Background: an optimization exercise with open tools, aiming at small area. Do not read the settings as production practice. In this exercise RTL edits were held to simulation tests only and were not proved equivalent to the original. The flow treats the clock pin as an ideal source, which a real chip does not have.

==> trial 94 <==
==> flow/design.v (excerpt) <==
module FIR_low_pass_filter(
	input clk,
	input rst,
	input [7:0]FIR_IN,
	output reg [16:0]FIR_OUT
);
reg [7:0] d0;
reg [7:0] d1;
reg [7:0] d2;
reg [7:0] d3;
reg [7:0] d4;
reg [7:0] d5;
reg [7:0] d6;
reg [7:0] d7;
reg [7:0] d8;
reg [8:0] r;
wire [8:0] r_next;
always @(posedge clk or negedge rst)
	if (!rst) begin
		d0 <= 8'b0;
		d1 <= 8'b0;
		d2 <= 8'b0;
		d3 <= 8'b0;
		d4 <= 8'b0;
		d5 <= 8'b0;
		d6 <= 8'b0;
		d7 <= 8'b0;
		d8 <= 8'b0;
		r <= 9'b0;
	end else begin
		d0 <= FIR_IN;
		d1 <= d0;
		d2 <= d1;
		d3 <= d2;
		d4 <= d3;
		d5 <= d4;
		d6 <= d5;
		d7 <= d6;
		d8 <= d7;
		r <= r_next;
	end
wire w1;
wire w2;
wire w4;
wire w5;
wire w7;
wire w8;
wire w10;
wire w11;
wire w13;
wire w14;
wire w16;
wire w17;
wire w19;
wire w20;
wire w22;
wire w23;
wire w25;
wire w26;
wire w28;
wire w29;
wire w31;
wire w33;
wire w35;
wire w37;
wire w39;
wire w41;
wire w43;
wire w44;
wire w46;
wire w48;
wire w50;
wire w52;
wire w54;
wire w56;
wire w58;
wire w59;
wire w61;
wire w63;
wire w65;
wire w67;
wire w69;
wire w71;
wire w73;
wire w74;
wire w76;
wire w78;
wire w80;
wire w81;
wire w83;
wire w84;
wire w86;
wire w87;
wire w89;
wire w90;
wire w92;
wire w94;
wire w96;
wire w98;
wire w100;
wire w102;
wire w104;
wire w105;
wire w107;
wire w109;
wire w111;
wire w113;
wire w115;
wire w117;
wire w119;
wire w120;
wire w122;
wire w124;
wire w126;
wire w128;
wire w130;
wire w132;
wire w134;
wire w135;
wire w137;
wire w138;
wire w140;
wire w141;
wire w143;
wire w144;
wire w146;
wire w147;
wire w149;
wire w150;
wire w152;
wire w153;
wire w155;
wire w156;
wire w158;
wire w159;
wire w161;
wire w162;
wire w164;
wire w166;
wire w168;
wire w170;
wire w172;
wire w174;
wire w176;
wire w177;
wire w179;
wire w181;
wire w183;
wire w185;
wire w187;
wire w189;
wire w191;
wire w192;
wire w194;
wire w196;
wire w198;
wire w200;
wire w202;
wire w204;
wire w206;
wire w208;
wire w210;
wire w211;
wire w213;
wire w214;
wire w216;
wire w217;
wire w219;
wire w220;
wire w222;
wire w223;
wire w225;
wire w226;
wire w228;
wire w229;
wire w231;
wire w232;
wire w234;
wire w235;
wire w237;
wire w238;
wire w240;
wire w241;
wire w243;
wire w245;
wire w247;
wire w249;
wire w251;
wire w253;
wire w255;
wire w256;
wire w258;
wire w260;
wire w262;
wire w264;
  ...
export LEC_CHECK = 0
export CAP_MARGIN = 20
export CORE_MARGIN = 2
export CORE_UTILIZATION = 40
export CTS_BUF_LIST = sky130_fd_sc_hd__clkbuf_8
export SETUP_SLACK_MARGIN = -0.25
export SLEW_MARGIN = 20
export SYNTH_HIERARCHICAL = 1
export SYNTH_MINIMUM_KEEP_SIZE = 0
create_clock -name core_clock -period 7.0 [get_ports {clk}]
standard.sh (not shown) runs the stock make flow with config.mk's settings and CLKGATE_MAP_FILE= SYNTH_SCRIPT=/design/flow/synth_recipe.tcl, a recipe that flattens the netlist after the stock synthesis.
==> flow/flow/run.sh <==
#!/bin/bash
# Own layout flow: the standard flow (standard.sh) with synthesis unchanged and
# two layout settings changed: the ports are buffered with sky130_fd_sc_hd__buf_1
# instead of the default buffer, and CTS inserts no dummy loads (clock buffers
# clkbuf_8 as in config.mk). Each step's full output goes to its own log file here.
set -euo pipefail
bash standard.sh synth > synth.log 2>&1
bash standard.sh \
  BUFFER_PORTS_ARGS="-buffer_cell sky130_fd_sc_hd__buf_1" \
  CTS_ARGS="-sink_clustering_enable -repair_clock_nets -dont_use_dummy_load -buf_list sky130_fd_sc_hd__clkbuf_8" \
  finish > layout.log 2>&1
==> build 14 (differences from trial 94) <==
--- a/flow/flow/run.sh
+++ b/flow/flow/run.sh
@@ -6,2 +6,3 @@
 set -euo pipefail
+HERE=$(pwd)
 bash standard.sh synth > synth.log 2>&1
@@ -9,3 +10,4 @@
   BUFFER_PORTS_ARGS="-buffer_cell sky130_fd_sc_hd__buf_1" \
-  CTS_ARGS="-sink_clustering_enable -repair_clock_nets -dont_use_dummy_load -buf_list sky130_fd_sc_hd__clkbuf_8" \
+  CTS_ARGS="-sink_clustering_enable -repair_clock_nets -dont_use_dummy_load -buf_list sky130_fd_sc_hd__clkbuf_8 -root_buf sky130_fd_sc_hd__clkbuf_4" \
+  POST_CTS_TCL="$HERE/flow/clk_fix.tcl" \
   finish > layout.log 2>&1
==> flow/flow/clk_fix.tcl (new file) <==
# Runs after CTS (whose clock buffers are all clkbuf_4 here): any clock buffer
# whose flip-flop clock pins would see a slow edge is upsized to clkbuf_8, then
# the placement is legalized again.
estimate_parasitics -placement
set big [lindex [get_lib_cells */sky130_fd_sc_hd__clkbuf_8] 0]
set n 0
foreach inst [get_cells *] {
  set ref [get_property $inst ref_name]
  if { $ref != "sky130_fd_sc_hd__clkbuf_4" } { continue }
  set out [get_pins -of_objects $inst -filter "direction == output"]
  set net [get_nets -of_objects $out]
  if { $net == "" } { continue }
  if { ![string match "clknet*" [get_full_name $net]] } { continue }
  set worst 0.0
  foreach pin [get_pins -of_objects $net -filter "direction == input"] {
    foreach rf {rise fall} {
      set s [get_property $pin slew_max_$rf]
      if { [string is double -strict $s] && $s > $worst } { set worst $s }
    }
  }
  if { $worst > 0.095 } {
    replace_cell $inst $big
    incr n
    puts "clk_fix.tcl: [get_full_name $inst] worst sink slew $worst -> clkbuf_8"
  }
}
puts "clk_fix.tcl: $n clock buffers upsized"
detailed_placement
check_placement -verbose
==> notes <==
Die area is the same in trial 94 and build 14. Non-clock buffer count is the same in trial 94 and build 14. Between trial 94 and build 14, the lower via count is in trial 94 (gap about 0.2%, measured against build 14). First-iteration DRC count: build 14 is higher than trial 94 (0.84%). Synthesized cell count is the same in trial 94 and build 14. Of build 14 and trial 94, trial 94 has the higher maximum frequency (gap about 0.24%, measured against trial 94). Clock-buffer cell count is the same in trial 94 and build 14. Flip-flop and latch count is the same in trial 94 and build 14.
==> figures <==
metric                                                                    build 14    trial 94
Via-to-Cell Ratio                                                            4.549       4.540
Run status                                        no timing/DRC/antenna violations  no timing/DRC/antenna violations
Remaining max-slew budget at the tightest pin                               40.51%      39.97%
Setup Skew                                                                15.84 ps    15.94 ps
Met3 WL                                                                     249 um      248 um
Reg2Reg Setup Slack                                                         230 ps      250 ps
GRT met2 Usage                                                              21.16%      21.08%
Wire length after detailed routing                                         8361 um     8386 um
Worst-Skew Late Latency                                                     370 ps      380 ps
Worst hold slack                                                          350.4 ps    350.4 ps
Sum of routed wire segments on met1                                        4132 um     4141 um
Worst Path Arrival                                                         7060 ps     7040 ps
Filler cell count in the final layout                                         1153        1149
Count of routing violations after the opening detailed-route iteration         120         119

-- port drivers added, routing unchanged --
The flow's constraints put no driver on any port. The routed layouts listed below were extracted and timed again, unchanged, in two steps.
Step 1 assumes that a clkbuf_16 drives the clock port and a buf_2 every other input.
Step 2 also shifts input and output timing later by t, the mid clock arrival at the registers, as if the neighbouring blocks saw the same clock.
Slacks: no drivers / after step 1 / after step 2; pairs: no drivers / after step 1.
run | shift t [ns] | setup WS [ns] | cell pins on the clock port's net
trial 94 | 0.404 | 0.251 / 0.251 / 0.251 | 1
build 14 | 0.397 | 0.235 / 0.235 / 0.235 | 1
After both steps setup and hold are still met in every run listed.
